This design comes from an exercise in tuning for small area on the open sky130 flow, not from production work.
Where RTL was checked, it was by simulation tests only, not by an equivalence proof against the original.
Power figures rest on the tool's default switching activity, not on a simulated workload.

// wlan_interleaver_top
module wlan_interleaver_top(
    input wire clk,
    input wire reset,
    input wire il_in,
    output wire il_out,
    input wire dil_in,
    output wire dil_out
    );
Size: roughly 450 cells after synthesis, roughly 5500 µm² of cells after synthesis.
Settings: LEC_CHECK=0, ABC_AREA=1, CAP_MARGIN=20, CORE_MARGIN=2, CORE_UTILIZATION=40, CTS_BUF_LIST=sky130_fd_sc_hd__clkbuf_4, SLEW_MARGIN=20; clock period 25.0 ns.
run.sh (not shown) runs the stock make flow with config.mk's settings and CLKGATE_MAP_FILE= SYNTH_SCRIPT=/design/flow/synth_recipe.tcl, a recipe that flattens the netlist after the stock synthesis.
The starting point finished clean.
Edit:
- CTS_CLUSTER_DIAMETER: not set -> 50
- CTS_CLUSTER_SIZE: not set -> 10
Sequential cell count does not change.
Wire length decreases by 4.2%.
Clock power came out lower by 42%.
Via count went down by 5.2%.
Synthesized cell count is unchanged.
Global-route usage shrinks by 0.67 points.
Design area came out lower by 5.8%.
Critical path depth does not change.
Setup slack loses 0.0090 ns.
Edit:
- CTS_BUF_LIST: sky130_fd_sc_hd__clkbuf_4 -> sky130_fd_sc_hd__clkbuf_16
- CTS_CLUSTER_DIAMETER: 50 -> 80
- CTS_CLUSTER_SIZE: 10 -> 25
What happened: Worst setup slack is better by 0.10 ns; first-iteration DRC count went up by about 24%; die area is unchanged; sequential cell count stays the same.
Edit:
- CTS_CLUSTER_DIAMETER: 80 -> 60
- CTS_CLUSTER_SIZE: 25 -> 16
=> Routed wire length increases by 0.43%; worst setup slack gets better by 0.012 ns; sequential power is about the same; power rose by 4.9%; via count stays flat; register-to-register slack is about the same; utilization went up by 0.62 points; non-clock buffer count is unchanged; design area went up by 1.4%; worst hold slack degrades by 0.010 ns; global-route usage barely changes.
Function was not checked in any run of this note: the RTL went through the layout flow alone.


## v43
wlan_interleaver_top, a different RTL version from the one above (not shown whole).
Size: roughly 200 flip-flops, roughly 4800 um2 of cells after synthesis.
clock: 25.0 ns
lec_check: 0
abc_area: 1
cap_margin: 20
core_margin: 2
core_utilization: 60
cts_buf_list: sky130_fd_sc_hd__clkbuf_4
cts_cluster_diameter: 50
cts_cluster_size: 10
slew_margin: 20
standard.sh (not shown) runs the stock make flow with config.mk's settings and CLKGATE_MAP_FILE= SYNTH_SCRIPT=/design/flow/synth_recipe.tcl, a recipe that flattens the netlist after the stock synthesis.
==> flow/flow/run.sh <==
#!/bin/bash
# Own layout flow: the standard layout (standard.sh), run with a copy of
# the ORFS scripts in which only the ABC area script differs (pure area
# mapping, no buffering or gate upsizing for ABC's picosecond-read clock
# period); port buffers are the smallest buffer, and CTS uses clkbuf_4 and
# no dummy loads. Each step's full output goes to a log file here.
set -euo pipefail
W=$(pwd)
rm -rf "$W/own_scripts"
cp -r "$FLOW_HOME/scripts" "$W/own_scripts"
cp "$W/flow/abc_area.script" "$W/own_scripts/abc_area.script"
ARGS=(
  "SCRIPTS_DIR=$W/own_scripts"
  "BUFFER_PORTS_ARGS=-buffer_cell sky130_fd_sc_hd__buf_1"
  "CTS_ARGS=-sink_clustering_enable -repair_clock_nets -sink_clustering_size 12 -sink_clustering_max_diameter 30 -buf_list sky130_fd_sc_hd__clkbuf_4 -dont_use_dummy_load"
)
bash standard.sh "${ARGS[@]}" synth > "$W/log_synth.txt" 2>&1
bash standard.sh "${ARGS[@]}" finish > "$W/log_layout.txt" 2>&1
test -f "$W/out/final.def"
==> flow/flow/abc_area.script <==
strash
ifraig
scorr
dc2
strash
dch -f
amap
topo
v43 ended with every stage complete and zero timing, DRC or antenna violations.
Setup changes, v43 to v48
diff --git a/flow/flow/run.sh b/flow/flow/run.sh
--- a/flow/flow/run.sh
+++ b/flow/flow/run.sh
@@ -13,5 +13,5 @@
   "SCRIPTS_DIR=$W/own_scripts"
   "BUFFER_PORTS_ARGS=-buffer_cell sky130_fd_sc_hd__buf_1"
-  "CTS_ARGS=-sink_clustering_enable -repair_clock_nets -sink_clustering_size 12 -sink_clustering_max_diameter 30 -buf_list sky130_fd_sc_hd__clkbuf_4 -dont_use_dummy_load"
+  "CTS_ARGS=-sink_clustering_enable -repair_clock_nets -sink_clustering_size 12 -sink_clustering_max_diameter 40 -buf_list sky130_fd_sc_hd__clkbuf_4 -dont_use_dummy_load"
 )
 bash standard.sh "${ARGS[@]}" synth > "$W/log_synth.txt" 2>&1
### Flow results
- Diff v43 -> v48: switching power total down about 1.2%; post-route cell area down 0.87%; share of total power in the clock network went down 1.8 points; post-synthesis instance total level; worst-case setup margin in the final layout went down 14 ps.
- Across both runs, first-pass iteration count of the detailed router was higher for v48 than for v43.
Setup changes, v48 to v8
diff --git a/flow/flow/run.sh b/flow/flow/run.sh
--- a/flow/flow/run.sh
+++ b/flow/flow/run.sh
@@ -13,5 +13,5 @@
   "SCRIPTS_DIR=$W/own_scripts"
   "BUFFER_PORTS_ARGS=-buffer_cell sky130_fd_sc_hd__buf_1"
-  "CTS_ARGS=-sink_clustering_enable -repair_clock_nets -sink_clustering_size 12 -sink_clustering_max_diameter 40 -buf_list sky130_fd_sc_hd__clkbuf_4 -dont_use_dummy_load"
+  "CTS_ARGS=-sink_clustering_enable -repair_clock_nets -sink_clustering_size 10 -sink_clustering_max_diameter 40 -buf_list sky130_fd_sc_hd__clkbuf_4 -dont_use_dummy_load"
 )
 bash standard.sh "${ARGS[@]}" synth > "$W/log_synth.txt" 2>&1
In the final reports, the cell area of v8 is larger than that of v48. v8 vs. v48: non-filler instance count after layout picked up an extra 0.86%, first-pass GRT wire length picked up an extra about 2.2%, delay of the slowest cell on the worst path neither gained nor lost much, netlist area before placement neither gained nor lost much. The core utilization of the finished layout in v8 sits 0.39 points above the value recorded for v48. Sort v48 and v8 by power asc -> top: v48.
Edits applied to the flow inputs when going from v8 to v28:
- swapping 60 for 50 in CORE_UTILIZATION
diff --git a/flow/flow/run.sh b/flow/flow/run.sh
--- a/flow/flow/run.sh
+++ b/flow/flow/run.sh
@@ -13,5 +13,5 @@
   "SCRIPTS_DIR=$W/own_scripts"
   "BUFFER_PORTS_ARGS=-buffer_cell sky130_fd_sc_hd__buf_1"
-  "CTS_ARGS=-sink_clustering_enable -repair_clock_nets -sink_clustering_size 10 -sink_clustering_max_diameter 40 -buf_list sky130_fd_sc_hd__clkbuf_4 -dont_use_dummy_load"
+  "CTS_ARGS=-sink_clustering_enable -repair_clock_nets -sink_clustering_size 12 -sink_clustering_max_diameter 40 -buf_list sky130_fd_sc_hd__clkbuf_4 -dont_use_dummy_load"
 )
 bash standard.sh "${ARGS[@]}" synth > "$W/log_synth.txt" 2>&1
Results
v28 has completed all stages; timing, DRC and antenna checks passed. v8 completed every stage of the flow, and the final layout passed the timing, design-rule and antenna checks. Diff v8 -> v28 | total via count after detailed routing | up slightly. v28 against v8: first-iteration DRC count shrank by about 8%, via-per-instance ratio shrank by about 4%, internal cell power shrank by 1.4%, clock power shrank by about 5%.

-- afterwards: timing with drivers on the ports --
The results above use ideal ports. As a check the final layouts listed here were re-extracted and re-timed, cells and wires unchanged.
Step 1, drivers: a clkbuf_16 drives clk and a buf_2 each remaining input, both assumed.
Step 2 times the ports against the registers' clock, not the clock port: input delays grow and output delays shrink by t, the midpoint of the rising clock arrivals with the driver on.
a / b / c = no drivers / after step 1 / after step 2; a / b = the first two.
run | t (ns) | slack for setup (ns) | worst setup path at the end
the first run of note 1 | 0.587 | 18.621 / 18.588 / 18.462 | input to register
the second run of note 1 | 0.604 | 18.612 / 18.578 / 18.490 | input to register
the third run of note 1 | 0.493 | 18.716 / 18.675 / 18.471 | input to register
the fourth run of note 1 | 0.489 | 18.728 / 18.692 / 18.468 | input to register
v43 | 0.560 | 18.987 / 18.958 / 19.519 | register to output
v48 | 0.567 | 18.973 / 18.945 / 19.512 | register to output
v8 | 0.571 | 18.971 / 18.942 / 19.513 | register to output
v28 | 0.575 | 18.976 / 18.946 / 19.521 | register to output
After both steps setup and hold are still met in every run listed. For the fourth run of note 1, which loses most, drivers alone change the setup slack by -0.036 ns; drivers and shift together by -0.260 ns.
